This design comes from an exercise in tuning for small area and a short achievable clock period on the open sky130 flow, not from production work.
RTL that was checked went through simulation tests only; none was proved equivalent to the original.
Power is estimated from default activity; no workload was simulated.

==> v8 <==
==> flow/design.v (excerpt) <==
module crash_detection #(
        parameter int HISTORY_LEN = 16   
    )(
        input   logic           clk,
        input   logic           arst_n,
        input   logic           i_state_rst,
        input   logic           i_sensors_valid,
        input   logic [15:0]    i_gps,
        input   logic [15:0]    i_accel_z,
        input   logic [15:0]    i_accel_y,
        input   logic [15:0]    i_accel_x,
        input   logic [15:0]    i_gyro_z,
        input   logic [15:0]    i_gyro_y,
        input   logic [15:0]    i_gyro_x,
        input   logic [15:0]    i_delta,
        input   logic [31:0]    ireg_speed_threshold,
        input   logic [31:0]    ireg_non_fatal_accel_threshold,
        input   logic [31:0]    ireg_fatal_accel_threshold,
        input   logic [31:0]    ireg_angle_threshold,
        input   logic [31:0]    ireg_angle_in_motion_threshold,
        input   logic [31:0]    ireg_angular_speed_threshold,
        output  logic [1:0]     o_state,
        output  logic           o_non_fatal_intr,
        output  logic           o_fatal_intr
    );
==> flow/config.mk <==
export PLATFORM = sky130hd
export DESIGN_NAME = crash_detection
export DESIGN_NICKNAME = crash_detection
export VERILOG_FILES = /design/flow/design.v
export SDC_FILE = /design/flow/constraint.sdc
export NUM_CORES = 4
export LEC_CHECK = 0
export CAP_MARGIN = 20
export CORE_MARGIN = 2
export CORE_UTILIZATION = 45
export PLACE_DENSITY = 0.6
export SLEW_MARGIN = 20
==> flow/constraint.sdc <==
create_clock -name core_clock -period 50.0 [get_ports {clk}]
set_input_delay 10.0000 -clock core_clock [delete_from_list [all_inputs] [get_ports {clk}]]
set_output_delay 10.0000 -clock core_clock [all_outputs]
set_load 0.01 [all_outputs]
standard.sh (not shown) runs the stock make flow with config.mk's settings and CLKGATE_MAP_FILE= SYNTH_SCRIPT=/design/flow/synth_recipe.tcl, a recipe that flattens the netlist after the stock synthesis.
==> flow/flow/run.sh <==
#!/bin/bash
# The standard layout with changes to how it is made:
#  - timing repair is asked to leave 37 ns of setup slack at the design's
#    50 ns clock, so that it works on the paths that set the achieved period;
#  - the port buffers that the standard flow inserts are buf_2 cells;
#  - the clock tree is built from clkbuf_8 cells.
# Clock, constraints and synthesis are unchanged.
set -o pipefail
bash standard.sh SETUP_SLACK_MARGIN=37 "BUFFER_PORTS_ARGS=-buffer_cell sky130_fd_sc_hd__buf_2" \
    CTS_BUF_LIST=sky130_fd_sc_hd__clkbuf_8 finish 2>&1 | tee standard_run.log
==> v16 (differences from v8) <==
--- a/flow/design.v
+++ b/flow/design.v
@@ -2,29 +2,25 @@
 module max_norm_3_axes #(
         parameter int DATA_LEN  = 16,
         parameter int DATA_MSB  = 12
     )(
         input   logic [DATA_LEN-1:0]    i_data_x,
         input   logic [DATA_LEN-1:0]    i_data_y,
         input   logic [DATA_LEN-1:0]    i_data_z,
-        output  logic [DATA_MSB-1:0]    o_data_max_norm
+        output  logic [DATA_MSB:0]      o_data_max_norm    
     );
     localparam int N = DATA_MSB;
     logic [N-1:0] cx, cy, cz;
     logic nx, ny, nz;
     assign nx = i_data_x[DATA_LEN-1];
     assign ny = i_data_y[DATA_LEN-1];
     assign nz = i_data_z[DATA_LEN-1];
     assign cx = i_data_x[N-1:0] ^ {N{nx}};
     assign cy = i_data_y[N-1:0] ^ {N{ny}};
     assign cz = i_data_z[N-1:0] ^ {N{nz}};
-    logic [N-1:0] abs_x, abs_y, abs_z;
-    assign abs_x = cx + {{(N-1){1'b0}}, nx};
-    assign abs_y = cy + {{(N-1){1'b0}}, ny};
-    assign abs_z = cz + {{(N-1){1'b0}}, nz};
     logic wx, wy, wz;
     generate
         if (N < DATA_LEN) begin : g_wrap
             assign wx = nx & ~|i_data_x[N-1:0];
             assign wy = ny & ~|i_data_y[N-1:0];
             assign wz = nz & ~|i_data_z[N-1:0];
         end else begin : g_nowrap
@@ -42,15 +38,15 @@
     logic y_gt_x, z_gt_x, z_gt_y;
     assign y_gt_x = gt(cy, ny, wy, cx, nx, wx);
     assign z_gt_x = gt(cz, nz, wz, cx, nx, wx);
     assign z_gt_y = gt(cz, nz, wz, cy, ny, wy);
     logic sel_y, sel_z;
     assign sel_z = y_gt_x ? z_gt_y : z_gt_x;
     assign sel_y = y_gt_x & ~z_gt_y;
-    assign o_data_max_norm = sel_z ? abs_z : (sel_y ? abs_y : abs_x);
+    assign o_data_max_norm = sel_z ? {nz, cz} : (sel_y ? {ny, cy} : {nx, cx});
 endmodule
 module div_step4 #(
         parameter int W = 2      
     )(
         input   logic [W-1:0]   i_rem,
         input   logic [15:0]    i_d1,    
         input   logic [15:0]    i_d3,    
@@ -373,16 +369,16 @@
         if (~arst_n)                cnt <= '0;
         else if (i_state_rst)       cnt <= '0;
         else if (i_sensors_valid & ~cnt[4])    cnt <= cnt + 5'd1;
     end
     logic v0, v15;               
     assign v0  = |cnt;
     assign v15 = cnt[4];
-    logic [11:0] acc_in;
-    logic [15:0] gyr_in;
+    logic [12:0] acc_in;
+    logic [16:0] gyr_in;
     max_norm_3_axes #(.DATA_LEN(16), .DATA_MSB(12)) u_accel_max_norm (
         .i_data_x(i_accel_x), .i_data_y(i_accel_y), .i_data_z(i_accel_z),
         .o_data_max_norm(acc_in)
     );
     max_norm_3_axes #(.DATA_LEN(16), .DATA_MSB(16)) u_gyro_max_norm (
         .i_data_x(i_gyro_x), .i_data_y(i_gyro_y), .i_data_z(i_gyro_z),
         .o_data_max_norm(gyr_in)
@@ -481,32 +477,40 @@
     div_step4 #(.W(14)) u_step6 (.i_rem({p2_rem, p2_lo[3:2]}), .i_d1(p2_div), .i_d3(p2_d3),
                                  .i_fit(fit6), .o_q(q6), .o_rem(r6));
     div_step4 #(.W(16)) u_step7 (.i_rem({r6, p2_lo[1:0]}), .i_d1(p2_div), .i_d3(p2_d3),
                                  .i_fit(fit7), .o_q(q7), .o_rem(r7));
     logic [15:0] spd1;
     assign spd1 = p2_zero ? 16'd0 : {p2_q, q6, q7};
     logic [15:0] h_spd [2:15];
-    logic [11:0] h_acc [0:15];
-    logic [15:0] h_gyr [0:15];
+    logic [12:0] h_acc0;         
+    logic [16:0] h_gyr0;
+    logic [11:0] h_acc [1:15];
+    logic [15:0] h_gyr [1:15];
+    logic [11:0] acc0_n;         
+    logic [15:0] gyr0_n;
+    assign acc0_n = h_acc0[11:0] + {11'd0, h_acc0[12]};
+    assign gyr0_n = h_gyr0[15:0] + {15'd0, h_gyr0[16]};
     always_ff @(posedge clk) begin
         if (i_sensors_valid) begin
             h_spd[2] <= spd1;
-            h_acc[0] <= acc_in;
-            h_gyr[0] <= gyr_in;
+            h_acc0   <= acc_in;
+            h_gyr0   <= gyr_in;
+            h_acc[1] <= acc0_n;
+            h_gyr[1] <= gyr0_n;
             for (int i = 3; i < 16; i++) h_spd[i] <= h_spd[i-1];
-            for (int i = 1; i < 16; i++) begin
+            for (int i = 2; i < 16; i++) begin
                 h_acc[i] <= h_acc[i-1];
                 h_gyr[i] <= h_gyr[i-1];
             end
         end
     end
     logic [11:0] acc0, acc15;
     logic [15:0] gyr0, gyr15, spd15;
-    assign acc0  = v0  ? h_acc[0]  : 12'd0;
-    assign gyr0  = v0  ? h_gyr[0]  : 16'd0;
+    assign acc0  = v0  ? acc0_n    : 12'd0;
+    assign gyr0  = v0  ? gyr0_n    : 16'd0;
     assign acc15 = v15 ? h_acc[15] : 12'd0;
     assign gyr15 = v15 ? h_gyr[15] : 16'd0;
     assign spd15 = v15 ? h_spd[15] : 16'd0;
     logic [18:0] s_acc, s_gyr, s_spd;
     logic [18:0] sum_acc, sum_gyr, sum_spd1;
     assign sum_acc  = s_acc + 19'(acc0);
     assign sum_gyr  = s_gyr + 19'(gyr0);
==> flow/flow/run.sh (replaced) <==
#!/bin/bash
# The standard layout with changes to how it is made:
#  - timing repair is asked to leave 37 ns of setup slack at the design's
#    50 ns clock, so that it works on the paths that set the achieved period;
#  - the port buffers that the standard flow inserts are buf_2 cells;
#  - the clock tree is built from clkbuf_8 cells, without dummy loads.
# Clock, constraints and synthesis are unchanged.
set -o pipefail
bash standard.sh SETUP_SLACK_MARGIN=37 "BUFFER_PORTS_ARGS=-buffer_cell sky130_fd_sc_hd__buf_2" \
    "CTS_ARGS=-sink_clustering_enable -repair_clock_nets -buf_list sky130_fd_sc_hd__clkbuf_8 -dont_use_dummy_load" \
    finish 2>&1 | tee standard_run.log
==> notes.md <==
| item | v16 | v8 |
|---|---|---|
| Number of well taps | 1512 | 1536 |
| Inserted Clock Buffers | 150 | 143 |
| Worst reg-to-reg setup slack | 37.49 ns | 37.76 ns |
| First-pass GRT wire length | 188 mm | 198 mm |
| Portion of total power attributed to the clock network | 13.6% | 15.6% |
| Detail Placement HPWL | 90.6 mm | 93.8 mm |
| Status | no timing/DRC/antenna violations | no timing/DRC/antenna violations |
| Later-pin clock latency in the skew report | 0.80 ns | 0.85 ns |
| Largest voltage drop on the vdd net | 0.0000749 V | 0.0000702 V |
| Sequential cell area in the final layout | 0.0252 mm^2 | 0.0251 mm^2 |
| Final critical-path share of the clock period | 25.7% | 25.8% |
| Fraction of area in registers | 43.5% | 41.9% |
| Fraction of post-synthesis cell area in the top cell type by area | 44.4% | 43.3% |
| Inverters | 295 | 290 |
| Floorplan core area | 0.115 mm^2 | 0.118 mm^2 |
| Initial antenna violation count | 13 | 9 |
| Final WL | 121 mm | 126 mm |
| Wirelength per Cell | 18.6 um | 18.5 um |
| Cell count after synthesis | 4620 | 4838 |
| Largest stage delay, worst path | 0.48 ns | 0.68 ns |
| Die Footprint | 0.119 mm^2 | 0.121 mm^2 |
| Slew at the pin closest to its max-slew limit | 1.07 ns | 1.05 ns |
| Synthesized netlist net count | 5544 | 5771 |
| Multi-input comb cells | 3363 | 3571 |
| Critical path's slowest cell | mux4_2 | xnor2_1 |
| Clock Buffer Count | 150 | 149 |
| Non-clock buffers, area share | 3.23% | 3.14% |
For v8, only the layout was checked, not whether the RTL still works.

==> what the ideal ports hide <==
The flow's constraints put no driver on any port. The routed layouts listed below were extracted and timed again, unchanged, in two steps. Step 1: set_driving_cell puts a clkbuf_16 on clk and a buf_2 on each other input, an assumption about the parent block. Step 2 also shifts input and output timing later by t, the mid clock arrival at the registers, as if the neighbouring blocks saw the same clock. Slacks: no drivers / after step 1 / after step 2; pairs: no drivers / after step 1.
| run | t (ns) | setup slack, ns | worst setup path at the end | worst register clock-pin slew, ns | cell pins on the clock port's net |
|---|---|---|---|---|---|
| v8 | 0.904 | 37.078 / 37.138 / 36.234 | input to register | 0.07 / 0.07 | 1 |
| v16 | 0.835 | 37.158 / 37.212 / 36.377 | input to register | 0.06 / 0.06 | 1 |
After both steps every run listed still meets setup and hold. For v8, which loses most, drivers alone change the setup slack by +0.060 ns; drivers and shift together by -0.844 ns.
